This is an optimization exercise on Yosys and OpenROAD, whose aim is small area and a short achievable clock period, not a production implementation.
Function was checked by simulation only, so behaviour that the tests miss may differ from the original.
Power figures rest on the tool's default switching activity, not on a simulated workload.

run A:
==> flow/design.v <==
`timescale 1ns / 1ps
module FunctionalUnit(FS, A, B, zero_flag, out);
	input [2:0] FS;
	input [15:0] A, B;
	output zero_flag;
	output [15:0] out;
	wire inv = ~FS[2] & ~FS[1] & FS[0];
	reg ksum, kl, kr, kL, kg, kp, kna;
	always @(*) begin
		{ksum, kl, kr, kL, kg, kp, kna} = 7'b0;
		case (FS)
			3'b000: {ksum, kg, kp} = 3'b111;
			3'b001: ksum = 1'b1;
			3'b010: {kL, kg} = 2'b11;
			3'b011: {kL, kg, kp} = 3'b111;
			3'b100: {kL, kp} = 2'b11;
			3'b101: {kL, kna} = 2'b11;
			3'b110: {kl, kg} = 2'b11;
			default: {kr, kg, kp} = 3'b111;
		endcase
	end
	wire [15:0] g, p, L, c;
	wire [17:0] Ae = {A[15], A, 1'b0};
	genvar i;
	generate
		for (i = 0; i < 16; i = i + 1) begin: sl
			alu_gp gp(.a(A[i]), .b(B[i]), .inv(inv), .g(g[i]), .p(p[i]));
			alu_out fo(.ksum(ksum), .kL(kL), .kl(kl), .kr(kr), .kg(kg), .kp(kp), .kna(kna),
				.a(A[i]), .g(g[i]), .p(p[i]), .c(c[i]),
				.al(Ae[i]), .ar(Ae[i+2]), .L(L[i]), .f(out[i]));
		end
	endgenerate
	prefix_carry PC(.g(g), .p(p), .cin(inv), .c(c));
	assign zero_flag = inv ? ((&p) & (|B)) : ~|L;
endmodule
module prefix_carry(input [15:0] g, input [15:0] p, input cin, output [15:0] c);
	wire [15:0] G0, P0, G1, P1, G2, P2, G3, P3;
	genvar i;
	generate
		for (i = 0; i < 16; i = i + 1) begin: lv
			if (i == 0) begin: b0
				assign G0[i] = g[0] | (p[0] & cin);
				assign P0[i] = 1'b0;
			end else begin: bn
				assign G0[i] = g[i];
				assign P0[i] = p[i];
			end
			if (i[0]) begin: l1
				assign G1[i] = G0[i] | (P0[i] & G0[i-1]);
				assign P1[i] = P0[i] & P0[i-1];
			end else begin: l1n
				assign G1[i] = G0[i];
				assign P1[i] = P0[i];
			end
			if (i[1]) begin: l2
				assign G2[i] = G1[i] | (P1[i] & G1[(i & ~1) - 1]);
				assign P2[i] = P1[i] & P1[(i & ~1) - 1];
			end else begin: l2n
				assign G2[i] = G1[i];
				assign P2[i] = P1[i];
			end
			if (i[2]) begin: l3
				assign G3[i] = G2[i] | (P2[i] & G2[(i & ~3) - 1]);
				assign P3[i] = P2[i] & P2[(i & ~3) - 1];
			end else begin: l3n
				assign G3[i] = G2[i];
				assign P3[i] = P2[i];
			end
		end
		assign c[0] = cin;
		for (i = 1; i < 16; i = i + 1) begin: co
			if (i - 1 >= 8)
				assign c[i] = G3[i-1] | (P3[i-1] & G3[7]);
			else
				assign c[i] = G3[i-1];
		end
	endgenerate
endmodule
module alu_gp(input a, input b, input inv, output g, output p);
	wire bx = b ^ inv;
	assign g = a & bx;
	assign p = a ^ bx;
endmodule
module alu_out(input ksum, input kL, input kl, input kr, input kg, input kp, input kna,
	input a, input g, input p, input c, input al, input ar, output L, output f);
	assign L = (g & kg) | (p & kp) | (~a & kna);
	assign f = ((p ^ c) & ksum) | (L & kL) | (al & kl) | (ar & kr);
endmodule
`timescale 1ns / 1ps
module hold_mux(input we, input hold, input d, input q, output y);
	assign y = (we & d) | (hold & q);
endmodule
module aoi222(input a0, input a1, input b0, input b1, input c0, input c1, output y);
	assign y = ~((a0 & a1) | (b0 & b1) | (c0 & c1));
endmodule
module nand2g(input a, input b, output y);
	assign y = ~(a & b);
endmodule
module nand3g(input a, input b, input c, output y);
	assign y = ~(a & b & c);
endmodule
module or2g(input a, input b, output y);
	assign y = a | b;
endmodule
module rd_mux16(input [15:0] d, input [15:0] s, output y);
	wire [5:0] t;
	wire n0, n1;
	aoi222 g0(d[0], s[0], d[1], s[1], d[2], s[2], t[0]);
	aoi222 g1(d[3], s[3], d[4], s[4], d[5], s[5], t[1]);
	aoi222 g2(d[6], s[6], d[7], s[7], d[8], s[8], t[2]);
	aoi222 g3(d[9], s[9], d[10], s[10], d[11], s[11], t[3]);
	aoi222 g4(d[12], s[12], d[13], s[13], d[14], s[14], t[4]);
	nand2g g5(d[15], s[15], t[5]);
	nand3g c0(t[0], t[1], t[2], n0);
	nand3g c1(t[3], t[4], t[5], n1);
	or2g c2(n0, n1, y);
endmodule
`timescale 1ns / 1ps
module datapath(
	input clk,
	input clr,
	input RW,
	input [3:0] DA,
	input [3:0] AA,
	input [3:0] BA,
	input MB,
	input [2:0] FS,
	input MD,
	input [15:0] const_in,
	input [15:0] data_in,
	output [15:0] addr_out,
	output [15:0] data_out,
	output [15:0] f_out,
	output zero_flag
	);
	wire [15:0] F;
	wire [15:0] Dw = MD ? data_in : F;
	wire [15:0] dec = 16'd1 << DA;
	wire [15:0] selA = 16'd1 << AA;
	wire [15:0] selB = 16'd1 << BA;
	wire [15:0] A, Br;
	wire [15:0] rd [0:15];
	genvar i, j;
	generate
		for (i = 0; i < 16; i = i + 1) begin: regs
			reg [15:0] q;
			wire [15:0] nq;
			wire we = ~clr & RW & dec[i];
			wire hold = ~clr & ~(RW & dec[i]);
			for (j = 0; j < 16; j = j + 1) begin: bits
				hold_mux m(.we(we), .hold(hold), .d(Dw[j]), .q(q[j]), .y(nq[j]));
				assign rd[j][i] = q[j];
			end
			always @(posedge clk)
				q <= nq;
		end
		for (j = 0; j < 16; j = j + 1) begin: rports
			rd_mux16 ma(.d(rd[j]), .s(selA), .y(A[j]));
			rd_mux16 mb(.d(rd[j]), .s(selB), .y(Br[j]));
		end
	endgenerate
	wire [15:0] B = MB ? const_in : Br;
	wire z;
	FunctionalUnit FU(.FS(FS), .A(A), .B(B), .zero_flag(z), .out(F));
	assign addr_out = A;
	assign data_out = B;
	assign f_out = F;
	assign zero_flag = z;
endmodule
clock: 17.0 ns
lec_check: 0
cap_margin: 20
core_margin: 2
core_utilization: 60
slew_margin: 20
synth_hierarchical: 1
standard.sh (not shown) runs the stock make flow with config.mk's settings and CLKGATE_MAP_FILE= SYNTH_SCRIPT=/design/flow/synth_recipe.tcl, a recipe that flattens the netlist after the stock synthesis.
==> flow/flow/run.sh <==
#!/bin/bash
# Standard layout, with plain buffers (not delay cells) on the ports and a
# clock tree of small buffers without dummy loads.
set -euo pipefail
export BUFFER_PORTS_ARGS="-buffer_cell sky130_fd_sc_hd__buf_2"
export CTS_ARGS="-sink_clustering_enable -repair_clock_nets -dont_use_dummy_load -buf_list {sky130_fd_sc_hd__clkbuf_4 sky130_fd_sc_hd__clkbuf_8}"
export SETUP_SLACK_MARGIN=7.5
bash standard.sh > standard_flow.log 2>&1
No stage failed in run A, and the final checks on the layout all came back clean.
Changes in run B relative to run A:
-- flow/flow/run.sh --
<<< run A, line 7
export SETUP_SLACK_MARGIN=7.5
>>> run B, line 7
Notes after the runs:
Changes observed in run B relative to run A: multi-input combinational area share higher; final-layout fill cell count higher.
Run B has relative area change from synthesis to final layout below what run A had.
Power is higher on run A
## Diff of input files: run C against run B
Settings: swapping 60 for 55 in CORE_UTILIZATION.
==> flow/flow/run.sh <==
#!/bin/bash
# Standard layout, with plain buffers (not delay cells) on the ports and a
# smaller clock tree without dummy loads.
set -euo pipefail
export BUFFER_PORTS_ARGS="-buffer_cell sky130_fd_sc_hd__buf_2"
export CTS_ARGS="-sink_clustering_enable -repair_clock_nets -dont_use_dummy_load -buf_list {sky130_fd_sc_hd__clkbuf_8} -sink_clustering_size 18 -sink_clustering_max_diameter 80"
bash standard.sh > standard_flow.log 2>&1
[summary]
Of run B and run C, the lower number of tapcells belongs to run B.
Max register clock-pin slew on the reported worst setup and hold paths across run B and run C: run C
Delta(part of the total power dissipated in combinational logic, run C - run B) > 0
Run C: all stages complete, timing, DRC and antenna checks passed
Run C — signed area change from the synthesized netlist to the final layout 2.8 points lower, run B as reference
Summary of the comparison: overall power is lower in run C, relative to run B.
Across both runs, number of buffers outside the clock class in the layout was lower for run C than for run B.
For the average wire length per cell after detail routing, run C came in 3.4% higher than run B did.
Run B → run C: area of all placed cells without fillers shows a reduction of 330 sq um; register share of the cell area increased 0.90 points.
#### Input delta (run D over run C)
-- flow/flow/run.sh --
<<< run C, line 6
export CTS_ARGS="-sink_clustering_enable -repair_clock_nets -dont_use_dummy_load -buf_list {sky130_fd_sc_hd__clkbuf_8} -sink_clustering_size 18 -sink_clustering_max_diameter 80"
>>> run D, line 6
export CTS_ARGS="-sink_clustering_enable -repair_clock_nets -dont_use_dummy_load -buf_list {sky130_fd_sc_hd__clkbuf_8} -sink_clustering_size 14 -sink_clustering_max_diameter 80"
### Flow results
- Between run D and run C, it is run D whose number of antenna violations at the first check in global routing is lower, by 1.
- Max share of power burned in the clock network across run D and run C: run D
- Run C → run D: sequential share of layout area was more or less identical, total wire length went down by 160 microns, via count went up by 56.
Relative to run D, the following input files were edited for run E:
Settings: CORE_UTILIZATION: 55 -> 40.
==> flow/flow/run.sh <==
#!/bin/bash
# Standard layout, with plain buffers (not delay cells) on the ports.
set -euo pipefail
export BUFFER_PORTS_ARGS="-buffer_cell sky130_fd_sc_hd__buf_2"
bash standard.sh > standard_flow.log 2>&1
==> summary.txt <==
Looking at final critical-path share of the clock period across run E and run D, the one that comes out higher is run D.
Compared with run D, in run E total cell area at the placement stage +1.4%, power +0.30 mW, largest vdd supply drop +50%, number of vias per cell -0.67.

-- static timing again, ports no longer ideal --
The results above use ideal ports. As a check the final layouts listed here were re-extracted and re-timed, cells and wires unchanged. Step 1: set_driving_cell puts a clkbuf_16 on clk and a buf_2 on each other input, an assumption about the parent block. Step 2 also shifts input and output timing later by t, the mid clock arrival at the registers, as if the neighbouring blocks saw the same clock. a / b / c = no drivers / after step 1 / after step 2; a / b = the first two.
run | t, ns | slack for setup (ns) | hold WS [ns] | worst register clock-pin slew, ns | worst slew at a driven data input, ns
run A | 0.569 | 6.342 / 6.266 / 6.266 | 0.494 / 0.494 / 0.494 | 0.07 / 0.07 | 0.08
run B | 0.568 | 6.066 / 6.045 / 6.045 | 0.496 / 0.496 / 0.496 | 0.07 / 0.07 | 0.08
run C | 0.593 | 5.864 / 5.841 / 5.841 | 0.513 / 0.513 / 0.513 | 0.12 / 0.12 | 0.07
run D | 0.590 | 5.790 / 5.767 / 5.767 | 0.508 / 0.508 / 0.508 | 0.10 / 0.10 | 0.07
run E | 0.587 | 6.050 / 6.004 / 6.004 | 0.499 / 0.499 / 0.499 | 0.06 / 0.06 | 0.05
After both steps setup and hold are still met in every run listed. The setup slack of run A, which loses most, moves by -0.076 ns with the drivers and by -0.076 ns with both steps.
